This is an optimization exercise on Yosys and OpenROAD, whose aim is small area, not a production implementation. RTL that was checked went through simulation tests only; none was proved equivalent to the original.

Setup of old:
==> flow/design.v (excerpt) <==
module AudioEffects(
input AUD_BCLK,
input rst,
input sw1,
input sw2,
input sw3,
input sw4,
input sw5,
input AUD_ADCDAT,
input AUD_ADCLRCK,
input AUD_DACLRCK,
output AUD_DACDAT
);
Size: about 1100 cells after synthesis, roughly 11 I/O pins, about 17000 µm² of cells after synthesis.
export LEC_CHECK = 0
export ABC_AREA = 1
export CAP_MARGIN = 20
export CORE_MARGIN = 2
export CORE_UTILIZATION = 40
export CTS_BUF_LIST = sky130_fd_sc_hd__clkbuf_16
export CTS_CLUSTER_DIAMETER = 110
export CTS_CLUSTER_SIZE = 30
export SLEW_MARGIN = 20
create_clock -name core_clock -period 10.0 [get_ports {AUD_BCLK}]
standard.sh (not shown) runs the stock make flow with config.mk's settings and CLKGATE_MAP_FILE= SYNTH_SCRIPT=/design/flow/synth_recipe.tcl, a recipe that flattens the netlist after the stock synthesis.
==> flow/flow/run.sh <==
#!/bin/bash
# Own layout flow: the standard flow (standard.sh) with four changes.
#  - Synthesis is synth_recipe.tcl unchanged except that its ABC call (the
#    mapping of the logic between the registers to cells, after the
#    registers are mapped) uses the area-oriented script abc_amap.script.
#  - polopt.py then removes inverters left next to the full adders, by
#    complementing full adders (self-dual) and swapping gates for their
#    complementary cells; the netlist's function and registers stay.
#  - The clock tree is built without dummy loads, from clusters of up to
#    30 sinks.
#  - The ports are buffered with buf_1 cells.
# Output: standard_synth.log and standard.log (standard.sh), polopt.log;
# each ORFS step's own log is in orfs/logs.
set -euo pipefail
here=$(pwd)
{
  echo 'proc abc {args} {'
  echo '  set i [lsearch $args -script]'
  echo "  if {\$i >= 0} { lset args [expr {\$i + 1}] $here/flow/abc_amap.script }"
  echo '  yosys abc {*}$args'
  echo '}'
  cat synth_recipe.tcl
} > flow/area_synth.tcl
grep -q 'SYNTH_SCRIPT=' standard.sh
sed "s#SYNTH_SCRIPT=[^ ]*#SYNTH_SCRIPT=$here/flow/area_synth.tcl#" standard.sh > flow/standard_area.sh
export CTS_ARGS="-sink_clustering_enable -repair_clock_nets -sink_clustering_size 30 -sink_clustering_max_diameter 110 -buf_list sky130_fd_sc_hd__clkbuf_16 -dont_use_dummy_load"
export BUFFER_PORTS_ARGS="-buffer_cell sky130_fd_sc_hd__buf_1"
res=$here/orfs/results/${FLOW_PLATFORM:-sky130hd}/AudioEffects/base
bash flow/standard_area.sh "$res/1_2_yosys.v" > standard_synth.log 2>&1
python3 flow/polopt.py "$FLOW_HOME/platforms/${FLOW_PLATFORM:-sky130hd}/lib/sky130_fd_sc_hd__tt_025C_1v80.lib" \
  "$res/1_2_yosys.v" > polopt.log 2>&1
bash flow/standard_area.sh > standard.log 2>&1
Other scripts of this flow, unchanged in this note and not shown: flow/flow/abc_amap.script, flow/flow/area_synth.tcl, flow/flow/polopt.py, flow/flow/standard_area.sh
Edits applied to the flow inputs when going from old to new:
--- a/flow/design.v
+++ b/flow/design.v
@@ -92,15 +92,14 @@
 		sr <= {sr[30:0], sr[31]};
 end
 assign AUD_DACDAT = ((s == BITS) ? sr[31] : msb) ^ invert;
 endmodule
 module FxCore(
 input [143:0] xl,
 input [143:0] xr,
-input [15:0] dflt,
 input chR,
 input lpf,
 input hpf,
 input comb,
 input mavg,
 output [15:0] y
 );
@@ -113,15 +112,14 @@
 wire [15:0] u2 = {~x[47], x[46:32]};
 wire [15:0] u3 = {~x[63], x[62:48]};
 wire [15:0] u4 = {~x[79], x[78:64]};
 wire [15:0] u5 = {~x[95], x[94:80]};
 wire [15:0] u6 = {~x[111], x[110:96]};
 wire [15:0] u7 = {~x[127], x[126:112]};
 wire [15:0] u8 = {~x[143], x[142:128]};
-wire [15:0] ud = {~dflt[15], dflt[14:0]};
 wire hs1;
 wire hc2;
 wire fs3;
 wire fc4;
 wire fs5;
 wire fc6;
 wire fs7;
@@ -368,15 +366,15 @@
 wire fc244;
 wire [19:0] sa;
 wire [19:0] sb;
 wire [17:0] qa = {18{useO}} & oa;
 wire [17:0] qb = {18{useO}} & ob;
 wire [17:0] ra = {{2{useE}} & ea[17:16], ({16{useE}} & ea[15:0]) | ({16{comb}} & ~u8)};
 wire [17:0] rb = {18{useE}} & eb;
-wire [15:0] p = ((lpf | hpf | mavg) ? u4 : comb ? u0 : ud) ^ {16{hpf}};
+wire [15:0] p = (comb ? u0 : u4) ^ {16{hpf}};
 assign hs1 = u1[0] ^ u3[0];
 assign hc2 = u1[0] & u3[0];
 assign fs3 = u1[1] ^ u3[1] ^ u5[1];
 assign fc4 = (u1[1] & u3[1]) | (u5[1] & (u1[1] ^ u3[1]));
 assign fs5 = u1[2] ^ u3[2] ^ u5[2];
 assign fc6 = (u1[2] & u3[2]) | (u5[2] & (u1[2] ^ u3[2]));
 assign fs7 = u1[3] ^ u3[3] ^ u5[3];
@@ -699,22 +697,21 @@
 		lineR <= {lineR[127:0], adcR};
 end
 reg [3:0] selD;
 always @(posedge AUD_BCLK)
 	selD <= {sw5, sw4, sw3, sw2};
 wire [3:0] sel = phase ? selD : {sw5, sw4, sw3, sw2};
 wire [15:0] dflt = phase ? adcR : adcL;
-wire lpf  = (sel == 4'b1000);
-wire hpf  = (sel == 4'b0100);
-wire comb = (sel == 4'b0010);
-wire mavg = (sel == 4'b0001);
-wire [15:0] half;
-FxCore core(.xl(lineL), .xr(lineR), .dflt(dflt), .chR(phase),
-	.lpf(lpf), .hpf(hpf), .comb(comb), .mavg(mavg),
-	.y(half));
+wire isFx = (sel == 4'b1000) | (sel == 4'b0100) | (sel == 4'b0010) | (sel == 4'b0001);
+wire hpf = (sel == 4'b0100);
+wire [15:0] fx;
+FxCore core(.xl(lineL), .xr(lineR), .chR(phase),
+	.lpf(sel[3]), .hpf(sel[2]), .comb(sel[1]), .mavg(sel[0]),
+	.y(fx));
+wire [15:0] half = isFx ? fx : dflt;
 AudioDAC myDAC(
 .AUD_BCLK(AUD_BCLK),
 .rst(rst),
 .AUD_DACLRCK(AUD_DACLRCK),
 .half(half),
 .inv(hpf),
 .load(dacLoad),
- Summary of new over old: detailed placer's ending HPWL now larger; synthesized area comparable.
- Going from old to new, synthesized cell count now sits higher; cell area after layout picked up an extra 130 µm²; global routing met2 resource utilization went down by 0.72 points.
Function not checked in new: the RTL went through the layout flow alone.

-- static timing again, ports no longer ideal --
The results above use ideal ports. As a check the final layouts listed here were re-extracted and re-timed, cells and wires unchanged.
Step 1 assumes that a clkbuf_16 drives the clock port and a buf_2 every other input.
Step 2, shift: input delay + t, output delay - t, t = (earliest + latest rising clock arrival at the registers) / 2. This alone moves slack from input paths to output paths.
Slacks: ideal ports / drivers / drivers and shift; pairs: ideal ports / drivers.
| run | t, ns | setup slack, ns | worst setup path at the end | clock arrival spread, ns | worst slew at a driven data input, ns |
|---|---|---|---|---|---|
| old | 0.569 | 0.658 / 0.691 / 0.122 | input to register | 0.045 / 0.044 | 0.03 |
| new | 0.568 | 0.589 / 0.612 / 0.045 | input to register | 0.045 / 0.045 | 0.04 |
After both steps every run listed still meets setup and hold. For new, which loses most, drivers alone change the setup slack by +0.023 ns; drivers and shift together by -0.544 ns.
